Context: an optimization exercise on an open-source flow, tuned for small area. The choices shown serve that exercise and are no tape-out recipe.
Only simulation tests tie the RTL to the original design; equivalence was not proved.

==> job 2386: inputs <==
## inp_handler
module inp_handler(SW, GPIO_0, HEX0, HEX1, HEX2, HEX3, HEX4, HEX5, clk, reset, MTL2_R, MTL2_G, MTL2_B, MTL2_HSD,
MTL2_VSD);
input [3:0] SW;
input [35:0] GPIO_0;
output [6:0] HEX0;
output [6:0] HEX1;
output [6:0] HEX2;
output [6:0] HEX3;
output [6:0] HEX4;
output [6:0] HEX5;
input clk;
input reset;
output [7:0] MTL2_R;
output [7:0] MTL2_G;
output [7:0] MTL2_B;
output MTL2_HSD;
output MTL2_VSD;
wire rst = ~reset;  
reg [10:0] hpos;
reg [9:0] vd;
wire hz = (hpos == 11'd0);
wire [9:0] vinc = (vd == 10'd524) ? 10'd0 : vd + 10'd1;
wire [9:0] vpos = hz ? vinc : vd;
always @(posedge clk) begin
	if (rst) begin
		hpos <= 11'd0;
		vd <= 10'd524;
	end else begin
		hpos <= (hpos == 11'd1055) ? 11'd0 : hpos + 11'd1;
		vd <= vpos;
	end
end
assign MTL2_HSD = ~(hpos >= 11'd1010 && hpos < 11'd1033);
assign MTL2_VSD = ~(vd >= 10'd501 && vd < 10'd506);
wire display_on = (hpos <= 11'd799) && (vpos <= 10'd479);
wire [35:0] pressed;
genvar gk;
generate
	for (gk = 0; gk < 36; gk = gk + 1) begin : debounce_loop
		if (gk <= 9 || gk >= 29) begin : used
			PushButton_Debouncer dber(.clk(clk), .rst(rst), .PB(GPIO_0[gk]), .PB_up(pressed[gk]));
		end else begin : unused
			assign pressed[gk] = 1'b0;
		end
	end
endgenerate
reg graph;
reg [2:0] cur;
reg plus;
reg [3:0] n0, n1, n2, n3, n4;         
reg [16:0] C0, C1, C2, C3, C4;         
reg [1:0] zs;                          
reg [1:0] zsd;                         
reg [19:0] dd;                         
reg evL, evR;                          
reg rr, gg;                            
wire gp = graph ^ pressed[33];         
wire mvL = ~gp & pressed[34] & (cur != 3'd0);
wire mvR = ~gp & ~mvL & pressed[35] & (cur != 3'd4);
wire mv = mvL | mvR;
wire [2:0] curN = mvL ? cur - 3'd1 : mvR ? cur + 3'd1 : cur;
  ...
Settings: LEC_CHECK=0, CAP_MARGIN=20, CORE_MARGIN=2, CORE_UTILIZATION=40, CTS_BUF_LIST=sky130_fd_sc_hd__clkbuf_4 sky130_fd_sc_hd__clkbuf_8, SLEW_MARGIN=20, SYNTH_HIERARCHICAL=1, SYNTH_MINIMUM_KEEP_SIZE=0; clock period 80.0 ns.
standard.sh (not shown) runs the stock make flow with config.mk's settings and CLKGATE_MAP_FILE= SYNTH_SCRIPT=/design/flow/synth_recipe.tcl, a recipe that flattens the netlist after the stock synthesis.
==> flow/flow/run.sh <==
#!/bin/bash
# Layout flow: the standard layout (standard.sh) with the standard
# synthesis, changed only in two layout settings: the port buffers use the
# smallest buffer cell (the ports drive or see only light loads), and clock
# tree synthesis adds no dummy loads (the clock buffers the flow asks for are
# kept). Every other step is the standard flow's.
set -euo pipefail
here=$(pwd)
cp config.mk config_layout.mk
echo "export BUFFER_PORTS_ARGS = -buffer_cell sky130_fd_sc_hd__buf_1" >> config_layout.mk
echo "export CTS_ARGS = -sink_clustering_enable -repair_clock_nets -buf_list {sky130_fd_sc_hd__clkbuf_4 sky130_fd_sc_hd__clkbuf_8} -dont_use_dummy_load" >> config_layout.mk
sed "s#$here/config.mk#$here/config_layout.mk#g" standard.sh > standard_layout.sh
grep -q "config_layout.mk" standard_layout.sh
bash standard_layout.sh > flow.log 2>&1
==> job 6016 (differences from job 2386) <==
==> flow/run.sh (new file) <==
#!/bin/bash
# synth_recipe.tcl (not shown) runs the flow's synth.tcl, then flattens the netlist and writes it again
# the make line also repeats each setting of config.mk as NAME=value (left out here)
make -C /OpenROAD-flow-scripts/flow DESIGN_CONFIG=/design/flow/config.mk WORK_HOME=/design/flow/orfs CLKGATE_MAP_FILE= SYNTH_SCRIPT=/design/flow/synth_recipe.tcl finish
CTS_CLUSTER_DIAMETER = 80   (was default)
CTS_CLUSTER_SIZE = 14   (was default)
removed: flow/flow/run.sh
removed: flow/standard.sh
==> summary of the runs <==
- Against job 2386, the critical path depth of job 6016 is higher by 1.
- First-iteration DRC count: job 6016 is lower than job 2386 (0.75%).
- Cell area: job 6016 is higher than job 2386 (0.28%).
==> figures <==
item	job 6016	job 2386
Result of the run	finished clean	finished clean
Reg2reg start	zsd[0]	zsd[1]
Worst R2R Setup Slack	40.63 ns	41.29 ns
Capture endpoint of the worst hold path	debounce_loop[7].used.dber.qn3	debounce_loop[34].used.dber.qn1
Filler Cells Inserted	17956	17904
Fin crit period	39.37 ns	38.71 ns
Number of diodes added for antenna fixing	2	0
CLK BUF	29	52
Final layout net count	9820	9840
Top routing layer in use	met5	met4


==> try-sierra: inputs <==
Starting RTL as in the previous note.
// inp_handler
module inp_handler(SW, GPIO_0, HEX0, HEX1, HEX2, HEX3, HEX4, HEX5, clk, reset, MTL2_R, MTL2_G, MTL2_B, MTL2_HSD,
MTL2_VSD);
clock: 80.0 ns
lec_check: 0
cap_margin: 20
core_margin: 2
core_utilization: 40
cts_buf_list: sky130_fd_sc_hd__clkbuf_4 sky130_fd_sc_hd__clkbuf_8
slew_margin: 20
synth_hierarchical: 1
synth_minimum_keep_size: 0
run.sh (not shown) runs the stock make flow with config.mk's settings and CLKGATE_MAP_FILE= SYNTH_SCRIPT=/design/flow/synth_recipe.tcl, a recipe that flattens the netlist after the stock synthesis.
Stock flow here: none of the scripts above is used.
==> try-garnet (differences from try-sierra) <==
==> flow/flow/run.sh (new file) <==
#!/bin/bash
set -euo pipefail
here=$(pwd)
cp config.mk config_layout.mk
echo "export BUFFER_PORTS_ARGS = -buffer_cell sky130_fd_sc_hd__buf_1" >> config_layout.mk
echo "export CTS_ARGS = -sink_clustering_enable -repair_clock_nets -sink_clustering_size 11 -sink_clustering_max_diameter 70 -buf_list {sky130_fd_sc_hd__clkbuf_4 sky130_fd_sc_hd__clkbuf_8} -dont_use_dummy_load" >> config_layout.mk
sed "s#$here/config.mk#$here/config_layout.mk#g" standard.sh > standard_layout.sh
grep -q "config_layout.mk" standard_layout.sh
bash standard_layout.sh > flow.log 2>&1
==> flow/standard.sh (new file) <==
#!/bin/bash
# synth_recipe.tcl (not shown) runs the flow's synth.tcl, then flattens the netlist and writes it again
# the make line also repeats each setting of config.mk as NAME=value (left out here)
make -C /OpenROAD-flow-scripts/flow DESIGN_CONFIG=/design/flow/config.mk WORK_HOME=/design/flow/orfs CLKGATE_MAP_FILE= SYNTH_SCRIPT=/design/flow/synth_recipe.tcl "${@:-finish}"
--- a/flow/config.mk
+++ b/flow/config.mk
@@ -10,4 +10,6 @@
 export CORE_UTILIZATION = 40
 export CTS_BUF_LIST = sky130_fd_sc_hd__clkbuf_4 sky130_fd_sc_hd__clkbuf_8
+export CTS_CLUSTER_DIAMETER = 70
+export CTS_CLUSTER_SIZE = 11
 export SLEW_MARGIN = 20
 export SYNTH_HIERARCHICAL = 1
removed: flow/run.sh
==> comparison table <==
| quantity | try-garnet | try-sierra |
|---|---|---|
| Global-route met2 utilization | 42.7% | 43.0% |
| Sequential share of cell area | 8.68% | 8.55% |
| Number of placed instances, taps included | 10695 | 10699 |
| Register-to-register path setup slack | 41.43 ns | 40.54 ns |
| Launching element of the worst setup path | zsd[1] | zsd[0] |
| Largest net degree at the start of global routing | 128 | 148 |
| WP data arrival | 39.02 ns | 39.93 ns |
| Largest fanout on the critical path | 22 | 48 |
| Final cell count without fillers | 10734 | 10796 |
| TritonCTS buffer count | 37 | 52 |
| Number of cells on the worst reg-to-reg path | 84 | 85 |
| Actual transition at the worst max-transition pin | 1.18 ns | 1.20 ns |
| Violation count after the first detailed-route iteration | 13022 | 12584 |
| Result of the run | complete, no violations | complete, no violations |
| Antenna diodes | 0 | 1 |
| Routed wirelength normalized by instance count | 24.7 um | 24.5 um |
| Min cycle time layout | 38.57 ns | 39.46 ns |

[what the ideal ports hide]
In the flow no input, the clock included, has a driving cell. The finished layouts below were timed again as built, in two steps. Step 1: set_driving_cell puts a clkbuf_16 on clk and a buf_2 on each other input, an assumption about the parent block. Step 2 times the ports against the registers' clock, not the clock port: input delays grow and output delays shrink by t, the midpoint of the rising clock arrivals with the driver on. a / b / c = ideal / step 1 / step 2; a / b = the first two.
run	shift t [ns]	setup slack, ns	worst setup path after step 2
job 2386	0.652	41.290 / 41.290 / 41.290	register to register
job 6016	0.690	40.634 / 40.634 / 40.362	input to register
try-sierra	0.676	40.544 / 40.544 / 40.355	input to register
try-garnet	0.629	41.430 / 41.430 / 41.382	input to register
After both steps every run listed still meets setup and hold. The setup slack of job 6016, which loses most, moves by 0.000 ns with the drivers and by -0.272 ns with both steps.
